From an optimization exercise on the open Yosys and OpenROAD flow, aimed at small area; shortcuts taken in it are not production practice.
Only simulation tests tie the RTL to the original design; equivalence was not proved.
Power is estimated from default activity; no workload was simulated.

**design.v**
```verilog
`timescale 1ns/1ps
module set_time (clk, rst, button_mid, button_r, button_l, button_up, button_down,  mode, 
set_string, count, year_d, month_d, week, day_d, hour_d, min_d, sec_d);
input clk;
input rst;
input button_mid;
input button_l;
input button_r;
input button_down;
input button_up;
input [3:0]mode;
reg[15:0]year;
reg[7:0]month;
reg[7:0]day;
reg[7:0]hour;
reg[7:0]minute;
reg[7:0]sec;
output reg [3:0]week;
reg start_set;
localparam HOLD = 10;
output reg [83:0] set_string;
output reg[4:0] count;
reg[31:0] timer;
reg[31:0] timer2;
reg [3:0]year_th;
reg [3:0]year_h;
reg [3:0]year_t;
reg [3:0]year_u;
reg [3:0]month_t;
reg [3:0]month_u;
reg [3:0]day_t;
reg [3:0]day_u;
reg [3:0]hour_t;
reg [3:0]hour_u;
reg [3:0]min_t;
reg [3:0]min_u;
reg [3:0]sec_t;
reg [3:0]sec_u;
output reg [14:0]year_d;
output reg [3:0]month_d;
output reg [4:0]day_d;
output reg [5:0]hour_d;
output reg [5:0]min_d;
output reg [5:0]sec_d;
reg [14:0]year_f;
reg [3:0]month_f;
reg [8:0]week_f;
always @(*) begin
   set_string <= {year , 4'hb , month , 4'hb , day , 4'hb , week , 4'hb , hour , 4'hb , minute , 4'hb , sec};
end
always @(posedge clk) begin
if(rst)begin
    year <= 16'h2023;
    month <= 8'h01;
    day <= 8'h01;
    hour <= 8'h00;
    minute <= 8'h00;
    sec <= 8'h00;
    year_d <= 15'd2023;
    month_d <= 4'd1;
    day_d <= 5'd1;
    hour_d <= 6'd0;
    min_d <= 6'd0;
    sec_d <= 6'd0;
    year_f <= 15'd2022;
    month_f <= 4'd13;
    week = 4'd0;
    timer2 <= 32'd0;
    year_th <= 4'd2;
    year_h <= 4'd0;
    year_t <= 4'd2;
    year_u <= 4'd3;
    month_t <= 4'd0;
    month_u <= 4'd1;
    day_t <= 4'd0;
    day_u <= 4'd1;
    hour_t <= 4'd0;
    hour_u <= 4'd0;
    min_t <= 4'd0;
    min_u <= 4'd0;
    sec_t <= 4'd0;
    sec_u <= 4'd0;
end
else begin
    year <= {year_th , year_h , year_t , year_u};
    month <= {month_t , month_u};
    day <= {day_t , day_u};
    hour <= {hour_t , hour_u};
    minute <= {min_t , min_u};
    sec <= {sec_t , sec_u};
    year_d <= year_th*1000 + year_h*100 + year_t*10 + year_u;
    month_d <= month_t*10 + month_u;
    day_d <= day_t*10 + day_u;
    hour_d <= hour_t*10 + hour_u;
    min_d <= min_t*10 + min_u;
    sec_d <= sec_t*10 + sec_u;
    if(month_d == 1 || month_d == 2)begin
        month_f <= month_d + 12;
        year_f <= year_d - 1;
    end
    else begin
        month_f <= month_d ;
        year_f <= year_d ;
    end
    if(year_d > 1582)
        week = (day_d + 2*month_f + 3*(month_f + 1)/5 + year_f + year_f / 4 - year_f / 100 + year_f / 400 + 1) % 7;
    else begin
        if(year_d == 1582)begin
            if(month_d > 10)
                week = (day_d + 2*month_f + 3*(month_f + 1)/5 + year_f + year_f / 4 - year_f / 100 + year_f / 400 + 1) % 7;
            else if(month_d == 10)begin
                if(day_d >= 1 && day_d <= 4)begin  
                    week_f = year_f%100 + (year_f%100)/4 - year_f/100 + 2*month_f + (3*(month_f + 1)/5) + day_d - 1;
                    if(week_f[8] == 1)
                        week_f = ~ week_f + 1;
                    week = week_f % 7; 
                end
                else if(day_d >= 5 && day_d <= 14)begin 
                    day_t <= 1;
                    day_u <= 5;
                end 
                else begin  
                    week = (day_d + 2*month_f + 3*(month_f + 1)/5 + year_f + year_f / 4 - year_f / 100 + year_f / 400 + 1) % 7;
                end
            end
            else begin
                week_f = year_f%100 + (year_f%100)/4 - year_f/100 + 2*month_f + (3*(month_f + 1)/5) + day_d - 1;
                    if(week_f[8] == 1)
                        week_f = ~ week_f + 1;
                    week = week_f % 7; 
            end
        end
        else begin
            week_f = year_f%100 + (year_f%100)/4 - year_f/100 + 2*month_f + (3*(month_f + 1)/5) + day_d - 1;
            if(week_f[8] == 1)
                week_f = ~ week_f + 1;
            week = week_f % 7; 
        end
    end
    if(week == 0)
        week = 7;
    if(start_set == 1)begin
        if(button_up == 1 || button_down == 1)
        timer2 <= timer2 + 1;
        else
            timer2 <= 0;
    end
    else
        timer2 <= 0;
    if(timer2 == HOLD)begin  
        if(button_up == 1) begin  
            case (count)
            20: 
                begin
                    if(year_th >= 9)
                        year_th <= 0;
                    else
                        year_th <= year_th + 1; 
                end
            19:
                begin
                    if(year_h >= 9)
                        year_h <= 0;
                    else
                        year_h <= year_h + 1; 
                end
            18:
                begin
                    if(year_t >= 9)
                        year_t <= 0;
                    else
                        year_t <= year_t + 1; 
                end
            17:
                begin
                    if(year_th == 0 && year_h == 0 && year_t == 0 )begin
                        if(year_u >= 9)
                            year_u <= 1;
                        else
                            year_u <= year_u + 1; 
                    end
                    else begin
                        if(year_u >= 9)
                            year_u <= 0;
                        else
                            year_u <= year_u + 1; 
                    end
                end
            15:
                begin
                    if(month_t >= 1)
                        month_t <= 0;
                    else
                        month_t <= month_t + 1; 
                end
            14:
                begin
                    if(month_t != 1)begin
                        if(month_u >= 9)
                        month_u <= 1;
                    else
                        month_u <= month_u + 1; 
                    end
                    else begin
                        if(month_u >= 2)
                            month_u <= 0;
                        else
                            month_u <= month_u + 1; 
                    end
                end
            12:
                begin
                    if(month_d != 2)begin
                        if(day_t >= 3)
                        day_t <= 0;
                    else
                        day_t <=day_t + 1; 
                    end
                    else begin
                        if(day_t >= 2)
                            day_t <= 0;
                        else if(day_t == 3)
                            day_t <= 2;
                        else
                            day_t <=day_t + 1; 
                    end
                end
            11:
                begin
                    if(month_d == 2)begin  
                        if(day_t == 2)begin
                            if(year_d % 400 == 0 || (year_d % 4 == 0 && year_d%100!=0))begin  
                                if(day_u >= 9)
                                    day_u <= 0;  
                                else
                                    day_u <= day_u + 1;   
                            end
                            else begin
                                if(day_u >= 8)
                                    day_u <= 0;  
                                else
                                    day_u <= day_u + 1;
                            end
                        end
                        else begin
                            if(day_t == 0)begin
                                if(day_u >= 9)
                                    day_u <= 1;
                                else
                                    day_u <= day_u + 1; 
                            end
                            else begin
                                if(day_u >= 9)
                                    day_u <= 0;
                                else
                                    day_u <= day_u + 1;
                            end
                        end
                    end
                    else if(month_d == 1 || month_d == 3 || month_d == 5 || month_d == 7 || month_d == 8 || month_d == 10 || month_d == 12 )begin  
                        if(day_t == 3)begin
                            if(day_u >= 1)
                                day_u <= 0;
                            else
                                day_u <= day_u + 1;
                        end
                        else begin
                            if(day_t == 0)begin
                                if(day_u >= 9)
                                    day_u <= 1;
                                else
                                    day_u <=day_u + 1;
                            end
                            else begin
                                if(day_u >= 9)
                                    day_u <= 0;
                                else
                                    day_u <=day_u + 1;
                            end
                        end
                    end
                    else begin  
                        if(day_t == 3)begin
                            day_u <= 0;
                        end
                        else begin
                            if(day_t == 0)begin
                                if(day_u >= 9)
                                    day_u <= 1;
                                else
                                    day_u <=day_u + 1;
                            end
                            else begin
                                if(day_u >= 9)
                                    day_u <= 0;
                                else
                                    day_u <=day_u + 1; 
                            end
                        end
                    end
                end
            7:
                begin
                    if(hour_t >= 2)
                        hour_t <= 0;
                    else
                        hour_t <=hour_t + 1; 
                end
            6:
                begin
                    if(hour_t == 2)begin
                        if(hour_u >= 3)
                            hour_u <= 0;
                        else
                            hour_u <=hour_u + 1;
                    end
                    else begin
                        if(hour_u >= 9)
                            hour_u <= 0;
                        else
                            hour_u <=hour_u + 1; 
                end
                    end
            4:
                begin
                    if(min_t >= 5)
                        min_t <= 0;
                    else
                        min_t <=min_t + 1; 
                end
            3:
                begin
                    if(min_u >= 9)
                        min_u <= 0;
                    else
                        min_u <=min_u + 1; 
                end
            1:
                begin
                    if(sec_t >= 5)
                        sec_t <= 0;
                    else
                        sec_t <=sec_t + 1; 
                end
            0:
                begin
                    if(sec_u >= 9)
                        sec_u <= 0;
                    else
                        sec_u <= sec_u + 1; 
                end
            endcase
        end
        else if(button_down == 1)begin
            case (count)
            20: 
                begin
                    if(year_th <= 0)
                        year_th <= 9;
                    else
                        year_th <= year_th - 1; 
                end
            19:
                begin
                    if(year_h <= 0)
                        year_h <= 9;
                    else
                        year_h <= year_h - 1; 
                end
            18:
                begin
                    if(year_t <= 0)
                        year_t <= 9;
                    else
                        year_t <= year_t - 1; 
                end
            17:
                begin
                    if(year_th == 0 && year_h == 0 && year_t == 0)begin
                        if(year_u <= 1)
                            year_u <= 9;
                        else
                            year_u <= year_u - 1; 
                    end
                    else begin
                        if(year_u <= 0)
                            year_u <= 9;
                        else
                            year_u <= year_u - 1; 
                    end
                end
            15:
                begin
                    if(month_t <= 0)
                        month_t <= 1;
                    else
                        month_t <= month_t - 1; 
                end
            14:
                begin
                    if(month_t != 1)begin
                        if(month_u <= 1)
                        month_u <= 9;
                    else
                        month_u <= month_u - 1; 
                    end
                    else begin
                        if(month_u <= 0)
                            month_u <= 2;
                        else
                            month_u <= month_u - 1; 
                    end 
                end
            12:
                begin
                     if(month_d != 2)begin
                        if(day_t <= 0)
                        day_t <= 3;
                    else
                        day_t <=day_t - 1; 
                    end
                    else begin
                        if(day_t <= 0)
                            day_t <= 2;
                        else if(day_t == 3)
                            day_t <= 2;
                        else
                            day_t <=day_t - 1; 
                    end 
                end
            11:
                begin
                    if(month_d == 2)begin  
                        if(day_t == 2)begin
                            if(year_d % 400 == 0 || (year_d % 4 == 0 && year_d%100!=0))begin  
                                if(day_u <= 0)
                                    day_u <= 9;  
                                else
                                    day_u <= day_u - 1;   
                            end
                            else begin
                                if(day_u <= 0)
                                    day_u <= 8;  
                                else
                                    day_u <= day_u - 1;
                            end
                        end
                        else begin
                            if(day_t == 0)begin
                                if(day_u <= 1)
                                    day_u <= 9;
                                else
                                    day_u <= day_u - 1; 
                            end
                            else begin
                                if(day_u <= 0)
                                    day_u <= 9;
                                else
                                    day_u <= day_u - 1;
                            end
                        end
                    end
                    else if(month_d == 1 || month_d == 3 || month_d == 5 || month_d == 7 || month_d == 8 || month_d == 10 || month_d == 12 )begin  
                        if(day_t == 3)begin
                            if(day_u <= 0)
                                day_u <= 1;
                            else
                                day_u <= day_u - 1;
                        end
                        else begin
                            if(day_t == 0)begin
                                if(day_u <= 1)
                                    day_u <= 9;
                                else
                                    day_u <=day_u - 1;
                            end
                            else begin
                                if(day_u <= 0)
                                    day_u <= 9;
                                else
                                    day_u <=day_u - 1;
                            end
                        end
                    end
                    else begin  
                        if(day_t >= 3)begin
                            day_u <= 0;
                        end
                        else begin
                            if(day_t == 0)begin
                                if(day_u <= 1)
                                    day_u <= 9;
                                else
                                    day_u <=day_u - 1;
                            end
                            else begin
                                if(day_u <= 0)
                                    day_u <= 9;
                                else
                                    day_u <=day_u - 1;
                            end
                        end
                    end
                end
            7:
                begin
                    if(hour_t <= 0)
                        hour_t <= 2;
                    else
                        hour_t <=hour_t - 1; 
                end
            6:
                begin
                    if(hour_t == 2)begin
                        if(hour_u <= 0)
                            hour_u <= 3;
                        else
                            hour_u <=hour_u - 1;
                    end
                    else begin
                        if(hour_u <= 0)
                            hour_u <= 9;
                        else
                            hour_u <=hour_u - 1;
                    end
                end
            4:
                begin
                    if(min_t <= 0)
                        min_t <= 5;
                    else
                        min_t <=min_t - 1; 
                end
            3:
                begin
                    if(min_u <= 0)
                        min_u <= 9;
                    else
                        min_u <=min_u - 1; 
                end
            1:
                begin
                    if(sec_t <= 0)
                        sec_t <= 5;
                    else
                        sec_t <=sec_t - 1; 
                end
            0:
                begin
                    if(sec_u <= 0)
                        sec_u <= 9;
                    else
                        sec_u <= sec_u - 1; 
                end
            endcase
        end
    end
if(month_t == 1 && month_u > 2)begin
    month_t <=1;
    month_u <= 2;
end
if(month_t == 0 && month_u == 0)begin
    month_t <=0;
    month_u <= 1;
end
if(month_d == 2)begin
    if(year_d % 400 == 0 || (year_d % 4 == 0 && year_d%100!=0))begin
        if((day_t == 2 && day_u > 9) || day_t == 3)begin
            day_t <= 2;
            day_u <= 9;
        end
    end
    else begin
        if((day_t == 2 && day_u > 8) || day_t == 3)begin
            day_t <= 2;
            day_u <= 8;
        end
    end
end
else if(month_d == 1 || month_d == 3 || month_d == 5 || month_d == 7 || month_d == 8 || month_d == 10 || month_d == 12)begin
    if(day_t == 3 && day_u > 1)begin
        day_t <= 3;
        day_u <= 1; 
    end
end
else begin
    if(day_t == 3 && day_u > 0)begin
        day_t <= 3;
        day_u <= 0;
    end
end
if(day_t == 0 && day_u == 0)begin
    day_t <= 0;
    day_u <= 1;
end
if(hour_t == 2 && hour_u > 3)begin
    hour_t <= 2;
    hour_u <= 3;
end
if(year_th == 0 && year_h == 0 && year_t == 0 && year_u == 0)begin
    year_th <= 0;
    year_h <= 0;
    year_t <= 0;
    year_u <= 1;
end
if(year_d == 1582 && month_d == 10)begin
    if(day_d >4 && day_d < 15)begin
        day_t <= 1;
        day_u <= 5;
    end
end
end
end
always @(*) begin
    if(mode == 0)
        start_set <= 1;
    else
        start_set <= 0;
end
always @(posedge clk) begin
    if(rst)begin
        timer <= 32'd0;
        count <= 5'd20;
    end
    else if(start_set == 1)begin
    if(button_l == 1 || button_r == 1)
        timer <= timer + 1;
        else
            timer <= 0;
    if(timer == HOLD)begin     
        if(button_l == 1) begin
            if(count >= 20)
                count <= 0;
            else if(count == 1)
                count <= 3;
            else if(count == 4 )
                count <= 6;
            else if(count == 7)
                count <= 9;
            else if(count == 9)
                count <= 11;
            else if(count == 12)
                count <= 14;
            else if(count == 15)
                count <= 17;
            else
                count <= count + 1;
        end
        else if(button_r == 1)begin
            if(count <= 0)
                count <= 20;
            else if(count == 3)
                count <= 1;
            else if(count == 6 )
                count <= 4;
            else if(count == 9)
                count <= 7;
            else if(count == 11)
                count <= 9;
            else if(count == 14)
                count <= 12;
            else if(count == 17)
                count <= 15;
            else
                count <= count - 1;
        end
    end
    end
end
endmodule  
```
**constraint.sdc**
```tcl
create_clock -name core_clock -period 40.0 [get_ports {clk}]
set_input_delay 8.0000 -clock core_clock [delete_from_list [all_inputs] [get_ports {clk}]]
set_output_delay 8.0000 -clock core_clock [all_outputs]
set_load 0.01 [all_outputs]
```
**run.sh**
```bash
#!/bin/bash
# synth_recipe.tcl (not shown) runs the flow's synth.tcl, then flattens the netlist and writes it again
# the make line also repeats each setting of config.mk as NAME=value (left out here)
make -C /OpenROAD-flow-scripts/flow DESIGN_CONFIG=/design/flow/config.mk WORK_HOME=/design/flow/orfs CLKGATE_MAP_FILE= SYNTH_SCRIPT=/design/flow/synth_recipe.tcl finish
```
**config.mk**
```make
export PLATFORM = sky130hd
export DESIGN_NAME = set_time
export DESIGN_NICKNAME = set_time
export VERILOG_FILES = /design/flow/design.v
export SDC_FILE = /design/flow/constraint.sdc
export NUM_CORES = 4
export LEC_CHECK = 0
export CAP_MARGIN = 20
export CORE_MARGIN = 2
export CORE_UTILIZATION = 40
export PLACE_DENSITY = 0.6
export SLEW_MARGIN = 20
```
==> impl_metrics.py <==
metrics = {
    "status": {
        "result_of_the_run": "finished clean",
    },
    "worst_setup_path": {
        "crit_top_cell": "sky130_fd_sc_hd__inv_1",
        "crit_path_max_incr_delay_ns": 0.70,
        "setup.reg_to_reg.worst_slack_ns": 19.39,
        "start_kind": "flop",
        "crit_arrival_ns": 21.10,
        "criticalPathCategory": "reg -> reg",
        "r2r_cells": 72,
        "critPathTopFamily": "compound AO/OA/AOI/OAI gates",
        "crit_required_ns": 40.49,
        "worst_path_max_delay_cell": "sky130_fd_sc_hd__a221oi_1",
        "timing.critical_path.fanout_max": 13,
        "number_of_stages_on_the_worst_setup_path": 72,
        "cp-end-kind": "flop",
        "critical_path.n_buffers_inverters": 8,
    },
    "synthesis": {
        "synth_seq_area_share": 0.187,
        "main_combinational_cell_family_by_area_after_synthesis": "simple AND/OR/NAND/NOR gates",
        "synth_cell_types": 121,
        "synth_simple_gate_area_share": 0.244,
        "fraction_of_the_mapped_netlist_area_in_compound_gates": 0.239,
        "ys_seq_elements": 240,
        "synthesis.area_um2": 25700,
        "ys_warn_count": 1,
        "syn_area_per_cell_um2": 7.56,
        "synth_ff_type": "sky130_fd_sc_hd__dfxtp_1",
        "async_flop_share": 0,
        "muxShareOfSynthArea": 0.0184,
        "synthAdderAreaFrac": 0.173,
        "synth_enable_flop_cells": 0,
        "synthXorXnorAreaFrac": 0.0716,
        "syn_inst": 3396,
    },
    "floorplan": {
        "pin_count": 146,
        "die_area_um2": 66300,
        "num_rows": 92,
        "area_of_the_core_um2": 63300,
        "floorplan.die.width_um": 257,
        "height_of_the_chip_um": 257,
        "initial_core_util": 0.406,
    },
    "global_route": {
        "global_route_wire_length_before_repair_mm": 112,
        "number_of_global_route_vias_before_repair": 22400,
        "antenna_found_initial": 0,
        "global_route.overflow_total": 0,
        "grt.total_usage": 0.197,
        "grt_max_degree": 63,
    },
    "layout": {
        "final_antenna_diode_count": 0,
        "layout.filler_cells": 6542,
        "post_layout_nonfiller_instances": 4280,
        "final_net_count": 3723,
        "finalCoreUtilization": 0.447,
        "area.growth.synth_to_final_pct": 10.2,
        "drive_above_1_share": 0.0475,
    },
    "sta": {
        "timing_worst_slew_pin_value_ns": 0.996,
        "timing.hold.ws_ns": 0.497,
        "report.final.hold_viol_count": 0,
        "skew_final_ns": 0.0371,
        "timing.final.max_slew_violations": 0,
        "fmaxAchievable_mhz": 48.5,
        "timing.final.setup_violations": 0,
        "min_period_over_period": 0.515,
        "layout_min_cycle_time_ns": 20.61,
        "timing.setup.tns_ns": 0,
        "worst_slew_margin_rel": 0.331,
        "rsz0062_at_grt": "no",
    },
    "clock_tree": {
        "clock_sink_count": 240,
        "insertion_delay_to_the_later_sink_of_the_worst_skew_pair_ns": 0.60,
        "cts_tree": "yes",
        "cts.root.buffer_cell": "sky130_fd_sc_hd__clkbuf_16",
        "cts.repair.resized": 0,
        "cts-htree-levels": 1,
        "ctsLongestPathBuffers": 3,
        "clk_pin_slew_worst_paths_ns": 0.06,
        "holdBufCountCts": 0,
        "postCtsSetupBuffers": 0,
        "cts_inserted_buffers": 29,
    },
    "routing": {
        "routed_wire_length_per_instance_um": 15.7,
        "wirelength_routed_mm": 67.1,
        "detailroute.via_count": 23900,
        "vias_per_std_cell": 5.58,
        "detailedRoute.firstIterationViolations": 1290,
        "firstDrtPassIters": 6,
        "antenna_violating_nets_post_route": 0,
        "post-route-drc-count": 0,
    },
    "placed_design": {
        "placed_cells_incl_taps": 4225,
        "buffer_ports.inserted": 120,
        "dp_wirelength_mm": 50.9,
        "gp_routability_congestion": 0.891,
    },
    "power_and_ir_drop": {
        "share_seq_of_total_power": 0.461,
        "power.share.combinational": 0.026,
        "p_leak_nw": 11.3,
        "sw_frac": 0.239,
        "power.share.clock": 0.513,
        "vdd_ir_drop_max_uv": 31.1,
        "netSwitchingPower_uw": 125,
        "power_density_nw_per_um2": 18.4,
        "cell_internal_pwr_uw": 396,
    },
    "flow_run": {
        "drv_cap": 0,
    },
    "min_path": {
        "timing.hold.worst_path_depth": 1,
        "worstHoldPathType": "reg -> reg",
    },
}
==> cell usage in the layout (no fill, tap or decap), types with 15 or more instances in the layout <==
cell                              netlist  layout
sky130_fd_sc_hd__a21o_1                35      35
sky130_fd_sc_hd__nor3_1               120     120
sky130_fd_sc_hd__o31ai_1               20      20
sky130_fd_sc_hd__a21oi_1              207     207
sky130_fd_sc_hd__a31oi_1               43      43
sky130_fd_sc_hd__nand2b_1              28      28
sky130_fd_sc_hd__o21a_1                24      24
sky130_fd_sc_hd__o32ai_1               16      16
sky130_fd_sc_hd__ha_1                 228     228
sky130_fd_sc_hd__or2_2                 22      22
sky130_fd_sc_hd__or3_1                 40      39
sky130_fd_sc_hd__inv_1                224     224
sky130_fd_sc_hd__nand2_1              262     262
sky130_fd_sc_hd__xnor2_1              125     125
sky130_fd_sc_hd__o211ai_1              38      38
sky130_fd_sc_hd__nor4_1                38      37
sky130_fd_sc_hd__dfxtp_1              240     240
sky130_fd_sc_hd__buf_4                 34      17
sky130_fd_sc_hd__xor2_1                83      83
sky130_fd_sc_hd__conb_1                 2      24
sky130_fd_sc_hd__and2_1                33      33
sky130_fd_sc_hd__nor2b_1               62      62
sky130_fd_sc_hd__nand4_1               41      41
sky130_fd_sc_hd__clkdlybuf4s50_1        0     118
sky130_fd_sc_hd__clkbuf_16              0      29
sky130_fd_sc_hd__nor2_1               385     385
sky130_fd_sc_hd__nand3_1              122     122
sky130_fd_sc_hd__o21ai_0              175     175
sky130_fd_sc_hd__mux2i_1               28      28
sky130_fd_sc_hd__a211oi_1              58      58
sky130_fd_sc_hd__and3_1                54      54
sky130_fd_sc_hd__fa_1                  73      73
sky130_fd_sc_hd__o21ai_1               15      15
sky130_fd_sc_hd__o22ai_1               19      19
==> Yosys cell counts, types with 13 or more instances <==
cell type                  instances  area [um2]
sky130_fd_sc_hd__nor2_1          385        1450
sky130_fd_sc_hd__nand2_1         262         983
sky130_fd_sc_hd__dfxtp_1         240        4800
sky130_fd_sc_hd__ha_1            228        2850
sky130_fd_sc_hd__inv_1           224         841
sky130_fd_sc_hd__a21oi_1         207        1040
sky130_fd_sc_hd__o21ai_0         175         876
sky130_fd_sc_hd__xnor2_1         125        1090
sky130_fd_sc_hd__nand3_1         122         611
sky130_fd_sc_hd__nor3_1          120         601
sky130_fd_sc_hd__clkbuf_1        109         409
sky130_fd_sc_hd__xor2_1           83         727
sky130_fd_sc_hd__fa_1             73        1460
sky130_fd_sc_hd__nor2b_1          62         388
sky130_fd_sc_hd__a211oi_1         58         435
sky130_fd_sc_hd__and3_1           54         338
sky130_fd_sc_hd__a31oi_1          43         269
sky130_fd_sc_hd__nand4_1          41         257
sky130_fd_sc_hd__or3_1            40         250
sky130_fd_sc_hd__nor4_1           38         238
sky130_fd_sc_hd__o211ai_1         38         285
sky130_fd_sc_hd__a21o_1           35         263
sky130_fd_sc_hd__buf_4            34         255
sky130_fd_sc_hd__and2_1           33         206
sky130_fd_sc_hd__mux2i_1          28         280
sky130_fd_sc_hd__nand2b_1         28         175
sky130_fd_sc_hd__o21a_1           24         180
sky130_fd_sc_hd__or2_2            22         138
sky130_fd_sc_hd__o31ai_1          20         150
sky130_fd_sc_hd__o22ai_1          19         119
sky130_fd_sc_hd__buf_1            16        60.1
sky130_fd_sc_hd__o32ai_1          16         140
sky130_fd_sc_hd__o21ai_1          15        75.1
sky130_fd_sc_hd__a221oi_1         14         123
sky130_fd_sc_hd__a22oi_1          14         105
sky130_fd_sc_hd__o221ai_1         14         123
sky130_fd_sc_hd__a211o_1          13         114
sky130_fd_sc_hd__o21bai_1         13        97.6
==> area by class of cell <==
| type | count | area, um2 | area share |
|---|---|---|---|
| Clock buffer | 35 | 778 | 0.0275 |
| Clock inverter | 19 | 181 | 0.00641 |
| Inverter | 233 | 877 | 0.0310 |
| Multi-Input combinational cell | 2770 | 19300 | 0.681 |
| Sequential cell | 240 | 4800 | 0.170 |
| Tap cell | 846 | 1060 | 0.0374 |
| Timing Repair Buffer | 137 | 1320 | 0.0466 |
==> metal layers <==
layer  vias up  GRT usage  routed length, um
li1      12200          -                  -
met1     11100      0.268              31600
met2       520      0.335              31100
met3        71     0.0232               3090
met4         0     0.0432               1230
met5         -          0                  0
==> kinds of logic after synthesis <==
family | count (synthesis)
simple gates | 1284
buf+inv | 408
compound gates | 897
xor+xnor | 209
flops | 240
mux | 43
other cells | 2
fa+ha+maj | 313
==> registers in the layout (all words and copies together) (netlist names), 7 cells and up <==
register and flops:
day 8, hour 7, minute 7, month 8
sec 7, timer 32, timer2 32, year 16
year_d 14, year_f 15
==> power groups by stage <==
stage | Combinational [mW] | Sequential, mW | Clock (mW)
floorplan | 0.0109 | 0.245 | 0
global placement | 0.0137 | 0.245 | 0
detailed placement | 0.0137 | 0.245 | 0
CTS | 0.0137 | 0.240 | 0.274
global route | 0.0151 | 0.239 | 0.284
finish | 0.0136 | 0.240 | 0.267
==> per-stage QoR <==
| step | power, mW | setup slack, ns | instance area (um2) |
|---|---|---|---|
| 6_report | 0.520 | 19.39 | 28300 |
| 5_1_grt | 0.539 | 17.66 | 28300 |
| 4_1_cts | 0.527 | 19.21 | 28300 |
| 3_5_place_dp | 0.259 | 19.22 | 27300 |
| 3_3_place_gp | 0.259 | 19.40 | 27300 |
| 2_1_floorplan | 0.256 | 22.67 | 25800 |
==> final timing paths <==
kind	to	startpoint
worst max register to register	week[1]	year_f[13]
worst min register to register	timer2[0]	timer2[0]
worst max-delay path	week[1]	year_f[13]
worst min-delay path	timer2[0]	timer2[0]
==> worst register-to-register path, delay by kind of cell, from the launching register on <==
kind / cells / cell delay, ns
adder cells (fa/ha/maj): 9 / 3.11
buffers and inverters: 8 / 0.85
XOR/XNOR: 4 / 0.66
AND/OR/NAND/NOR: 19 / 4.89
multiplexers: 2 / 0.53
flip-flops: 1 / 0.69
AO/OA/AOI/OAI: 30 / 9.85

==> afterwards: timing with drivers on the ports <==
The results above use ideal ports. As a check the final layout listed here was re-extracted and re-timed, cells and wires unchanged.
Step 1: set_driving_cell puts a clkbuf_16 on clk and a buf_2 on each other input, an assumption about the parent block.
Step 2 times the ports against the registers' clock, not the clock port: input delays grow and output delays shrink by t, the midpoint of the rising clock arrivals with the driver on.
Slacks: no drivers / after step 1 / after step 2; pairs: no drivers / after step 1.
shift t [ns]: 0.635
setup WS [ns]: 19.388 / 19.388 / 19.388
slew at the worst register clock pin (ns): 0.06 / 0.06
worst data-port slew with drivers (ns): 0.05
After both steps setup and hold are still met in this run. The setup slack of this run moves by 0.000 ns with the drivers and by 0.000 ns with both steps.
